This is an optimization exercise on Yosys and OpenROAD, whose aim is small area, not a production implementation.
Function was checked by simulation only, so behaviour that the tests miss may differ from the original.
Power and IR drop assume default switching activity.

==> design.v <==
`timescale 1ns / 1ps
`timescale 1ns / 1ps
 `timescale 1ns / 1ps
package cpu_core_pkg;
localparam int RSIZE  = 32 ;   
localparam int ISIZE  = 32 ;   
localparam [6:0] OP_LUI     = 7'b011_0111 ;   
localparam [6:0] OP_AUIPC   = 7'b001_0111 ;   
localparam [6:0] OP_JAL     = 7'b110_1111 ;   
localparam [6:0] OP_JALR    = 7'b110_0111 ;   
localparam [6:0] OP_BRANCH  = 7'b110_0011 ;   
localparam [6:0] OP_LOAD    = 7'b000_0011 ;   
localparam [6:0] OP_STORE   = 7'b010_0011 ;   
localparam [6:0] OP_ALU     = 7'b011_0011 ;   
localparam [6:0] OP_ALUI    = 7'b001_0011 ;   
localparam [2:0] F3_ADDX  = 3'b000 ;
localparam [2:0] F3_SUB   = 3'b000 ;
localparam [2:0] F3_SLTX  = 3'b010 ;
localparam [2:0] F3_SLTUX = 3'b011 ;
localparam [2:0] F3_XORX  = 3'b100 ;
localparam [2:0] F3_ORX   = 3'b110 ;
localparam [2:0] F3_ANDX  = 3'b111 ;
localparam [2:0] F3_SLLX  = 3'b001 ;
localparam [2:0] F3_SRXX  = 3'b101 ;
localparam [2:0] F3_JALR = 3'b000 ;
localparam [2:0] F3_BEQ  = 3'b000 ;
localparam [2:0] F3_BNE  = 3'b001 ;
localparam [2:0] F3_BLT  = 3'b100 ;
localparam [2:0] F3_BGE  = 3'b101 ;  
localparam [2:0] F3_BLTU = 3'b110 ;
localparam [2:0] F3_BGEU = 3'b111 ;
localparam [2:0] F3_LB   = 3'b000 ;
localparam [2:0] F3_LH   = 3'b001 ;
localparam [2:0] F3_LW   = 3'b010 ;
localparam [2:0] F3_LBU  = 3'b100 ;
localparam [2:0] F3_LHU  = 3'b101 ;
localparam [2:0] F3_SB   = 3'b000 ;
localparam [2:0] F3_SH   = 3'b001 ;
localparam [2:0] F3_SW   = 3'b010 ;
localparam [1:0] BYTE    = 2'b00 ;
localparam [1:0] HWORD   = 2'b01 ;
localparam [1:0] WORD    = 2'b10 ;
localparam [3:0] ALU_ADD  = 4'b0000 ;
localparam [3:0] ALU_SUB  = 4'b0001 ;
localparam [3:0] ALU_SLT  = 4'b0100 ;
localparam [3:0] ALU_SLTU = 4'b0110 ;
localparam [3:0] ALU_XOR  = 4'b1000 ;
localparam [3:0] ALU_OR   = 4'b1100 ;
localparam [3:0] ALU_AND  = 4'b1110 ;
localparam [3:0] ALU_SLL  = 4'b0010 ;
localparam [3:0] ALU_SRL  = 4'b1010 ;
localparam [3:0] ALU_SRA  = 4'b1011 ;
localparam [3:0] ALU_ILLG = 4'b1111 ;   
endpackage
`timescale 1ns / 1ps
 import cpu_core_pkg :: *;
 `timescale 1ns / 1ps
module alu(
    input   logic [3:0]             alu_opcode_i,
    input   logic [32-1:0]       rs0_data_i,
    input   logic [32-1:0]       rs1_data_i,
    input   logic                   du_bubble_i,
    input   logic                   stall_i,
    output  logic [32-1:0]       alu_result_o,
    output  logic                   alu_bubble_o,
    input   logic                   clock_i,
    input   logic                   nreset_i
    );
logic [32-1:0]       alu_result,      alu_result_reg;
logic                    alu_bubble,      alu_bubble_reg;
always_comb  begin
alu_bubble = du_bubble_i;
case (alu_opcode_i) 
ALU_ADD  : alu_result = rs0_data_i + rs1_data_i; 
ALU_SUB  : alu_result = rs0_data_i - rs1_data_i; 
ALU_SLT  : alu_result = {{32-1{1'b0}} ,(signed'(rs0_data_i) < signed'(rs1_data_i))} ;
ALU_SLTU : alu_result = {{32-1{1'b0}} ,(rs0_data_i < rs1_data_i)} ;
ALU_XOR  : alu_result =  rs0_data_i ^ rs1_data_i;
ALU_OR   : alu_result =  rs0_data_i | rs1_data_i;
ALU_AND  : alu_result =  rs0_data_i & rs1_data_i;
ALU_SLL  : alu_result =  rs0_data_i << (rs1_data_i[4:0]);
ALU_SRL  : alu_result =  rs0_data_i >> (rs1_data_i[4:0]);
ALU_SRA  : alu_result =  signed'(rs0_data_i) >>> (rs1_data_i[4:0]);
default: begin alu_result = 32'h0; alu_bubble = 1'b1;  end 
endcase
end  
assign alu_result_o =  alu_result_reg; 
assign alu_bubble_o =  alu_bubble_reg;    
always_ff @(posedge clock_i or negedge nreset_i)  begin
if        (!nreset_i)  begin   alu_result_reg <= 32'h0;      alu_bubble_reg <= 1'b1;          end
else if   (!stall_i)   begin   alu_result_reg <=   alu_result ;  alu_bubble_reg <= alu_bubble ;  end 
end  
endmodule
 import cpu_core_pkg :: *;
 `timescale 1ns / 1ps
module load_store_unit #(parameter PC_INIT = 32'h0000_0000)
    (
    input logic               clock_i,
    input logic               nreset_i,
    input logic [6:0]          opcode_i,
    input logic [2:0]        func3_i,
    input logic [32-1:0]  reg_file_rs0_i,
    input logic [32-1:0]  reg_file_rs1_i,
    input logic              is_S_type_i,
    input logic [11:0]       immI_i,
    input logic [11:0]       immS_i,
    output  logic                 bubble_o,
    input   logic                 bubble_i,
    input   logic                 stall_i,
    output logic [32-1:0]      mem_addr_o,
    output logic                  mem_cmd_o,
    output logic [32-1:0]      mem_data_o,
    output logic [1:0]            mem_size_o
    );
    localparam LOAD = 1'b0;
    localparam STORE = 1'b1;
logic                  bubble, bubble_rg;
logic [32-1:0]      mem_addr_rg;
logic                  mem_cmd_rg;
logic [32-1:0]      mem_data_rg; 
logic [1:0]            mem_size_rg;
logic [32-1:0]      immI, immS;
logic                  is_op_store, is_op_load;
logic [32-1:0]      load_addr, store_addr;
logic [32-1:0]      store_data;
always_ff @(posedge clock_i or negedge nreset_i) begin
    if (!nreset_i) begin
        bubble_rg <= 1'b1;
        mem_addr_rg <= '0;
        mem_cmd_rg <= LOAD;
        mem_data_rg <= '0;
        mem_size_rg <= BYTE;
    end else if(! stall_i )begin
        bubble_rg <= bubble;
        mem_addr_rg <= is_op_store ? store_addr: load_addr;
        mem_cmd_rg <= is_op_store ;
        mem_data_rg <= is_op_store ? store_data : '0 ;
        mem_size_rg <=  func3_i[1:0] ;
    end
end
 always_comb  begin
    case(func3_i[1:0])
    BYTE    : store_data = reg_file_rs1_i[7:0]   <<  (8 * store_addr[1:0]);  
    HWORD   : store_data = reg_file_rs1_i[15:0]  <<  (8 * store_addr[1:0]);
    WORD    : store_data = reg_file_rs1_i;
    default : store_data = reg_file_rs1_i;
    endcase
 end
assign immS = {{ (32-12){immS_i[11]  }}, immS_i };
assign immI = {{(32-12) {immI_i[11]  }}, immI_i };
assign is_op_store = is_S_type_i;
assign is_op_load   = (opcode_i == OP_LOAD);
assign bubble  = (is_op_load || is_op_store) ? bubble_i : 1'b1;
assign load_addr   = reg_file_rs0_i + immI;
assign store_addr  = reg_file_rs0_i + immS;
assign mem_addr_o = mem_addr_rg;
assign mem_cmd_o  = mem_cmd_rg;
assign mem_data_o = mem_data_rg;
assign mem_size_o = mem_size_rg;
assign bubble_o   = bubble_rg;
endmodule
     import cpu_core_pkg :: *;
     `timescale 1ns / 1ps
module exec_unit #(parameter  PC_INIT = 32'h0000_0000 )(
    input  logic              clock_i,
    input  logic              nreset_i,
    input  logic [32-1:0]  reg_file_rs0_i,
    input  logic [32-1:0]  reg_file_rs1_i,
    output logic              du_stall_o,
    input  logic              du_bubble_i,
    input  logic [32-1:0]  du_pc_i,
    input  logic [4:0]        du_rs0_i,
    input  logic [4:0]        du_rs1_i,
    input  logic [4:0]        du_rdt_i,
    input  logic [6:0]        du_opcode_i,
    input  logic [3:0]        du_alu_opcode_i,
    input  logic [2:0]        du_func3_i,
    input  logic              du_is_R_type_i,
    input  logic              du_is_I_type_i,
    input  logic              du_is_S_type_i,
    input  logic              du_is_B_type_i,
    input  logic              du_is_U_type_i,
    input  logic [11:0]       du_immI_i,
    input  logic [11:0]       du_immS_i,
    input  logic [19:0]       du_immU_i,
    input  logic              mem_stall_i,
    output logic [32-1:0]  xu_alu_result_o,
    output logic              xu_alu_bubble_o,
    output logic [4:0]        xu_rdt_addr_o,
    output logic              xu_is_mem_op_o,
    output logic              xu_bubble_o,
    output logic [32-1:0]  mem_addr_o,
    output logic              mem_cmd_o,
    output logic [32-1:0]  mem_data_o,
    output logic [1:0]        mem_size_o
);
logic                 lsu_bubble ;
logic [32-1:0]     lsu_mem_addr ;
logic                 lsu_mem_cmd ;
logic [32-1:0]     lsu_mem_data ;
logic [1:0]           lsu_mem_size ;
logic [3:0]             alu_opcode;
logic [32-1:0]       alu_rs0;
logic [32-1:0]       alu_rs1;
logic [32-1:0]       immI, immU;
logic [32-1:0]       alu_result;
logic                   alu_bubble;
logic                   is_LUI_op;
logic                   stall, xu_stall;
logic [4:0]                    xu_rdt_rg;
logic                          is_xu_MEM;
logic                          xu_bubble;
logic                          is_xu_instuct_load;
logic                          is_xu_instuct_valid;
logic                          is_src_eq_dst; 
logic                          is_du_rs0_eq_xu_rdt;
logic                          is_du_rs1_eq_xu_rdt;
logic                          is_xu_rdt_not_x0;
logic [3:0]                    is_du_instuct_risb;
logic                          is_pipe_inlock;
load_store_unit #(.PC_INIT(32'h0000_0000)) lsu_inst (
    .clock_i(clock_i),
    .nreset_i(nreset_i),
    .opcode_i(du_opcode_i),
    .func3_i(du_func3_i),
    .reg_file_rs0_i(reg_file_rs0_i),
    .reg_file_rs1_i(reg_file_rs1_i),
    .is_S_type_i(du_is_S_type_i),
    .immI_i(du_immI_i),
    .immS_i(du_immS_i),
    .bubble_i(du_bubble_i | is_pipe_inlock),
    .stall_i(stall),
    .bubble_o(lsu_bubble),
    .mem_addr_o(lsu_mem_addr),
    .mem_cmd_o(lsu_mem_cmd),
    .mem_data_o(lsu_mem_data),
    .mem_size_o(lsu_mem_size)
);
alu alu_inst (
    .alu_opcode_i(alu_opcode),
    .rs0_data_i(alu_rs0),
    .rs1_data_i(alu_rs1),
    .du_bubble_i(du_bubble_i | is_pipe_inlock),
    .stall_i(stall),
    .alu_result_o(alu_result),
    .alu_bubble_o(alu_bubble),
    .clock_i(clock_i),
    .nreset_i(nreset_i)
);
always_comb begin
    case({du_is_I_type_i, du_is_R_type_i, du_is_U_type_i})
        3'b010: begin
                alu_rs0 = reg_file_rs0_i;
                alu_rs1 = reg_file_rs1_i;
        end
        3'b100: begin
                alu_rs0 = reg_file_rs0_i;
                alu_rs1 = immI;
        end
        3'b001: begin
                alu_rs0 = is_LUI_op ? '0 : du_pc_i;  
                alu_rs1 = immU;
        end
        default : begin
                alu_rs0 = '0;
                alu_rs1 = '0;
        end
    endcase
end 
assign is_LUI_op = (du_opcode_i == OP_LUI) ;
assign alu_opcode = du_alu_opcode_i;
assign immU = {du_immU_i[19:0], {(32-20){1'b0}}};
assign immI = {{(32-12){du_immI_i[11]}}, du_immI_i};
always_ff @(posedge clock_i or negedge nreset_i) begin
    if (!nreset_i) begin
        xu_rdt_rg <= 5'b0;
    end else if (!stall) begin
        xu_rdt_rg <= du_rdt_i;
    end
end
assign is_xu_MEM = ~lsu_bubble;
assign xu_bubble = alu_bubble & lsu_bubble;
always_comb begin
case (is_du_instuct_risb)
    4'b0001: begin is_src_eq_dst =(is_du_rs0_eq_xu_rdt || is_du_rs1_eq_xu_rdt)&& is_xu_rdt_not_x0 ; end
    4'b0010: begin is_src_eq_dst =(is_du_rs0_eq_xu_rdt || is_du_rs1_eq_xu_rdt)&& is_xu_rdt_not_x0 ; end
    4'b0100: begin is_src_eq_dst =(is_du_rs0_eq_xu_rdt                     )&& is_xu_rdt_not_x0 ; end
    4'b1000: begin is_src_eq_dst =(is_du_rs0_eq_xu_rdt || is_du_rs1_eq_xu_rdt)&& is_xu_rdt_not_x0 ; end
    default: begin is_src_eq_dst = 1'b0; end
endcase
end  
assign is_du_instuct_risb = {du_is_R_type_i, du_is_I_type_i, du_is_S_type_i, du_is_B_type_i};
assign is_du_rs0_eq_xu_rdt = (du_rs0_i == xu_rdt_rg);
assign is_du_rs1_eq_xu_rdt = (du_rs1_i == xu_rdt_rg);
assign is_xu_rdt_not_x0 = (|xu_rdt_rg);   
assign is_xu_instuct_valid =  ~xu_bubble;
assign is_xu_instuct_load  =  ~lsu_mem_cmd;
assign is_pipe_inlock = is_xu_MEM && is_src_eq_dst && is_xu_instuct_valid && is_xu_instuct_load ;    
assign stall  = mem_stall_i;
assign xu_stall =  ( stall & ~du_bubble_i) | is_pipe_inlock;
assign du_stall_o = xu_stall;
assign mem_addr_o = lsu_mem_addr;
assign mem_cmd_o  = lsu_mem_cmd;
assign mem_data_o = lsu_mem_data;
assign mem_size_o = lsu_mem_size;
assign xu_alu_result_o = alu_result;
assign xu_alu_bubble_o = alu_bubble;
assign xu_rdt_addr_o   = xu_rdt_rg;
assign xu_is_mem_op_o  = is_xu_MEM;
assign xu_bubble_o = xu_bubble | mem_stall_i;
endmodule
==> run.sh <==
#!/bin/bash
# synth_recipe.tcl (not shown) runs the flow's synth.tcl, then flattens the netlist and writes it again
# the make line also repeats each setting of config.mk as NAME=value (left out here)
make -C /OpenROAD-flow-scripts/flow DESIGN_CONFIG=/design/flow/config.mk WORK_HOME=/design/flow/orfs CLKGATE_MAP_FILE= SYNTH_SCRIPT=/design/flow/synth_recipe.tcl finish
==> config.mk <==
export PLATFORM = sky130hd
export DESIGN_NAME = exec_unit
export DESIGN_NICKNAME = exec_unit
export VERILOG_FILES = /design/flow/design.v
export SDC_FILE = /design/flow/constraint.sdc
export NUM_CORES = 4
export LEC_CHECK = 0
export CAP_MARGIN = 20
export CORE_MARGIN = 2
export CORE_UTILIZATION = 40
export PLACE_DENSITY = 0.6
export SLEW_MARGIN = 20
==> constraint.sdc <==
create_clock -name core_clock -period 8.0 [get_ports {clock_i}]
set_input_delay 1.6000 -clock core_clock [delete_from_list [all_inputs] [get_ports {clock_i}]]
set_output_delay 1.6000 -clock core_clock [all_outputs]
set_load 0.01 [all_outputs]
==> impl_results.md <==
- Status: complete, no violations
- RSZ-0062 raised after global routing: false
- Most frequent cells after synthesis: nand2_1 (309), a21oi_1 (273), nor2_1 (204)
- Hold path depth: 1
- Reg power frac: 0.230
- Number of global-route vias before repair: between 20000 and 25000
- Internal: 1.465 mW
- 1st-iter DRT viols: around 2500
- Crit path buf inv count: 3
- PwrDens: 131.7 nW/µm²
- Critical path class: input pin to register
- CP Launch Type: input pin
- FFs w/ async S/R, synth: 1.000
- Switching share of total power: 0.4785
- YS warnings: 3
- Placer congestion estimate: ~1.1
- Initial core utilization: 0.4023
- Psw: ~1.3 mW
- Routed vias/inst: 6.605
- Share of cells above drive strength 1: 0.07490
- Slew HR: 0.1193
- Fmax: about 0.14 GHz
- Initial antenna violation count: 9
- Post-CTS sizing: 0
- Crit path capture: alu_inst.alu_result_reg[30]
- # fillers: roughly 4600
- Max_cap viols: 0
- Delay-heaviest family, CP: compound AO/OA/AOI/OAI gates
- Avg Cell Area, Syn: slightly above 7 µm²
- Routed len/inst: 29.72 µm
- Max IR drop VDD: around 110 µV
- Site row count: between 70 and 80
- Critical path's largest stage delay: 870 ps
- Clk buf depth: 2
- Final hold viol count: 0
- Area contributors post-synth: dfrtp_1 (15%), ha_1 (11%), a21oi_1 (7.7%)
- Syn_nets: approximately 2800
- R2R depth: 4
- Die W: ~210 µm
- Insertion delay of the later-clocked pin in the worst-skew pair: approximately 430 ps
- PnR Total Power: approximately 2.8 mW
- Most used cell, CP: a21oi_1
- CTS tree: built
- First-pass DRT Iterations: 8
- Critical-path cell list: clkdlybuf4s50_1, xnor2_1, nor2_4, a22o_1, ha_1, inv_1, fa_1, nor2b_1, o311ai_0, a21oi_1, a21oi_1, buf_4, o21ai_1, a41oi_1, a2111oi_0, nor4_1, o22ai_1, a31oi_1
- Worst-Margin Slew: between 1000 and 1500 ps
- Routed Antenna Nets: 0
- Global-route wire length before repair: around 140 mm
- Crit path DAT: 7370 ps
- Combinational power share: 0.577
- Postcts setup bufs: 0
- CP Capture Type: register
- Setup tns final: 0 ps
- DIE AREA: 45880 µm²
- Area Overhead vs Synth: 20.68%
- Reg2Reg Capture Point: alu_inst.alu_result_reg[19]
- Cells after Synth: roughly 2400
- Vias: approximately 21000
- Critical path's slowest cell: clkdlybuf4s50_1
- IO buf count: about 280
- Die H: about 210 µm
- Number of stages on the worst setup path: 18
- CTS sink count: 106
- Detailed-route wire length: approximately 96 mm
- CORE AREA: ~44000 µm²
- Slew Viols, Final: 0
- Sequential share of the synthesized area: 0.1502
- CTS root buf: clkbuf_16
- Seq cells post-synth: between 100 and 150
- Main flop type after synthesis: dfrtp_1
- Most frequent cell after synthesis: nand2_1
- GR Util All Layers: 0.4052
- Register-to-Register Setup Slack: 5500 ps
- Layout net count: roughly 3000
- Worst Skew: 13.11 ps
- Fin crit share: 0.8851
- CP Launch Point: du_is_I_type_i
- H-Tree Depth: 3
- Min-Delay Path Class: register to register
- DRC viols: 0
- Fin crit period: between 7000 and 8000 ps
- Crit path required time: 8290 ps
- Clock Power Share: 0.193
- GRT Residual Overflow: 0
- EDFF count, synth: 0
- Leading area contributor after synthesis: dfrtp_1
- Final setup fails: 0
- Post-synth cell types: 99
- Num ports: about 290
- Worst r2r src: alu_inst.alu_result_reg[19]
- Pin count of the biggest net entering global routing: approximately 90
- Clk slew on worst S/H paths: roughly 100 ps
- CTS Hold Buffers Added: 0
- Yosys top cell area share: 0.1472
- Cell area after synthesis: about 18000 µm²
- HPWL Detailed: 76.01 mm
- Crit-path max FO: 15
- Leakage power: roughly 9.0 nW
- TritonCTS Buffers: 9
-- cell type report --
| cell class | count | area [µm²] | share of cell area |
|---|---|---|---|
| Clock buffer | 9 | 225.2 | 0.01056 |
| Tap cell | 592 | 740.7 | 0.03473 |
| Inverter | 120 | 450.4 | 0.02112 |
| Sequential cell | 106 | 2655 | 0.1245 |
| Clock inverter | 7 | 96.34 | 0.004517 |
| Antenna cell | 6 | 15.01 | 0.0007039 |
| Multi-Input combinational cell | 2046 | 13880 | 0.6507 |
| Timing Repair Buffer | 342 | 3268 | 0.1532 |
-- metrics by stage --
step	setup WS, ps	hold slack (ps)	instances	util	cell area [µm²]
final	919.0	487.6	3228	0.4855	21330
after global routing	737.6	516.2	3225	0.4853	21320
after CTS	1228	492.8	3222	0.4852	21310
after detailed placement	798.0	470.6	3206	0.4778	20990
after global placement	934.0	467.9	3206	0.4778	20990
after floorplan	2308	515.9	2437	-	17670
-- power by group through the flow --
stage                     Clock, mW  Combinational, mW  Sequential [mW]
after floorplan                   0              0.887            0.679
after global placement            0               1.56            0.655
after detailed placement          0               1.57            0.656
after CTS                     0.550               1.58            0.646
after global routing          0.562               1.71            0.654
final                         0.541               1.62            0.646
-- layer usage --
layer / vias to the layer above / wire, µm / GRT usage
li1: 9426 / - / -
met2: 1289 / 42340 / 0.6347
met1: 10331 / 38620 / 0.5148
met5: - / 53 / 0
met4: 8 / 5750 / 0.2211
met3: 268 / 9177 / 0.09518
-- cell usage in the layout (no fill, tap or decap), types with 26 or more instances in the layout --
| master | Yosys | final |
|---|---|---|
| o21ai_0 | 145 | 145 |
| o22ai_1 | 31 | 31 |
| mux2_2 | 26 | 26 |
| a21oi_1 | 273 | 273 |
| ha_1 | 161 | 161 |
| xnor2_1 | 52 | 52 |
| buf_4 | 10 | 60 |
| mux2i_1 | 71 | 71 |
| a21o_1 | 48 | 48 |
| nor3_1 | 41 | 40 |
| a211oi_1 | 64 | 64 |
| nand3_1 | 39 | 38 |
| o211ai_1 | 32 | 32 |
| xor2_1 | 34 | 34 |
| a31oi_1 | 36 | 36 |
| a22o_1 | 31 | 31 |
| a22oi_1 | 29 | 29 |
| dfrtp_1 | 104 | 104 |
| clkdlybuf4s50_1 | 0 | 281 |
| nand2_1 | 309 | 309 |
| nor2_1 | 204 | 203 |
| inv_1 | 97 | 96 |
-- logic make-up (layout without fill, tap and decap cells) --
| family | Yosys count | after routing | synth area share |
|---|---|---|---|
| adder cells (fa/ha/maj) | 165 | 165 | 0.1185 |
| AND/OR/NAND/NOR | 731 | 731 | 0.1859 |
| AO/OA/AOI/OAI | 955 | 955 | 0.3645 |
| flip-flops | 106 | 106 | 0.1502 |
| XOR/XNOR | 86 | 86 | 0.04262 |
| other | 0 | 6 | 0 |
| buffers and inverters | 285 | 478 | 0.06669 |
| multiplexers | 109 | 109 | 0.07157 |
-- worst min path at each step --
| stage | startpoint | endpoint | slack, ps |
|---|---|---|---|
| final | lsu_inst.mem_addr_rg[21] | lsu_inst.mem_addr_rg[21] | 490 |
| after CTS | lsu_inst.mem_addr_rg[21] | lsu_inst.mem_addr_rg[21] | 490 |
| after floorplan | alu_inst.alu_bubble_reg | alu_inst.alu_bubble_reg | 520 |
| after detailed placement | lsu_inst.mem_addr_rg[21] | lsu_inst.mem_addr_rg[21] | 470 |
| after global placement | lsu_inst.mem_addr_rg[21] | lsu_inst.mem_addr_rg[21] | 470 |
| after global routing | lsu_inst.mem_addr_rg[21] | lsu_inst.mem_addr_rg[21] | 520 |

[static timing again, ports no longer ideal]
In the flow no input, the clock included, has a driving cell. The finished layout below was timed again as built, in two steps. Step 1 assumes that a clkbuf_16 drives the clock port and a buf_2 every other input. Step 2, shift: input delay + t, output delay - t, t = (earliest + latest rising clock arrival at the registers) / 2. This alone moves slack from input paths to output paths. Slacks: ideal / step 1 / step 2; pairs: ideal / step 1.
t, ns: 0.478
setup slack, ns: 0.919 / 0.949 / 0.471
hold slack, ns: 0.488 / 0.488 / 0.488
slew at the worst register clock pin (ns): 0.11 / 0.11
pins driven straight from the clock port: 1
After both steps this run still meets setup and hold. For this run, drivers alone change the setup slack by +0.030 ns; drivers and shift together by -0.448 ns.
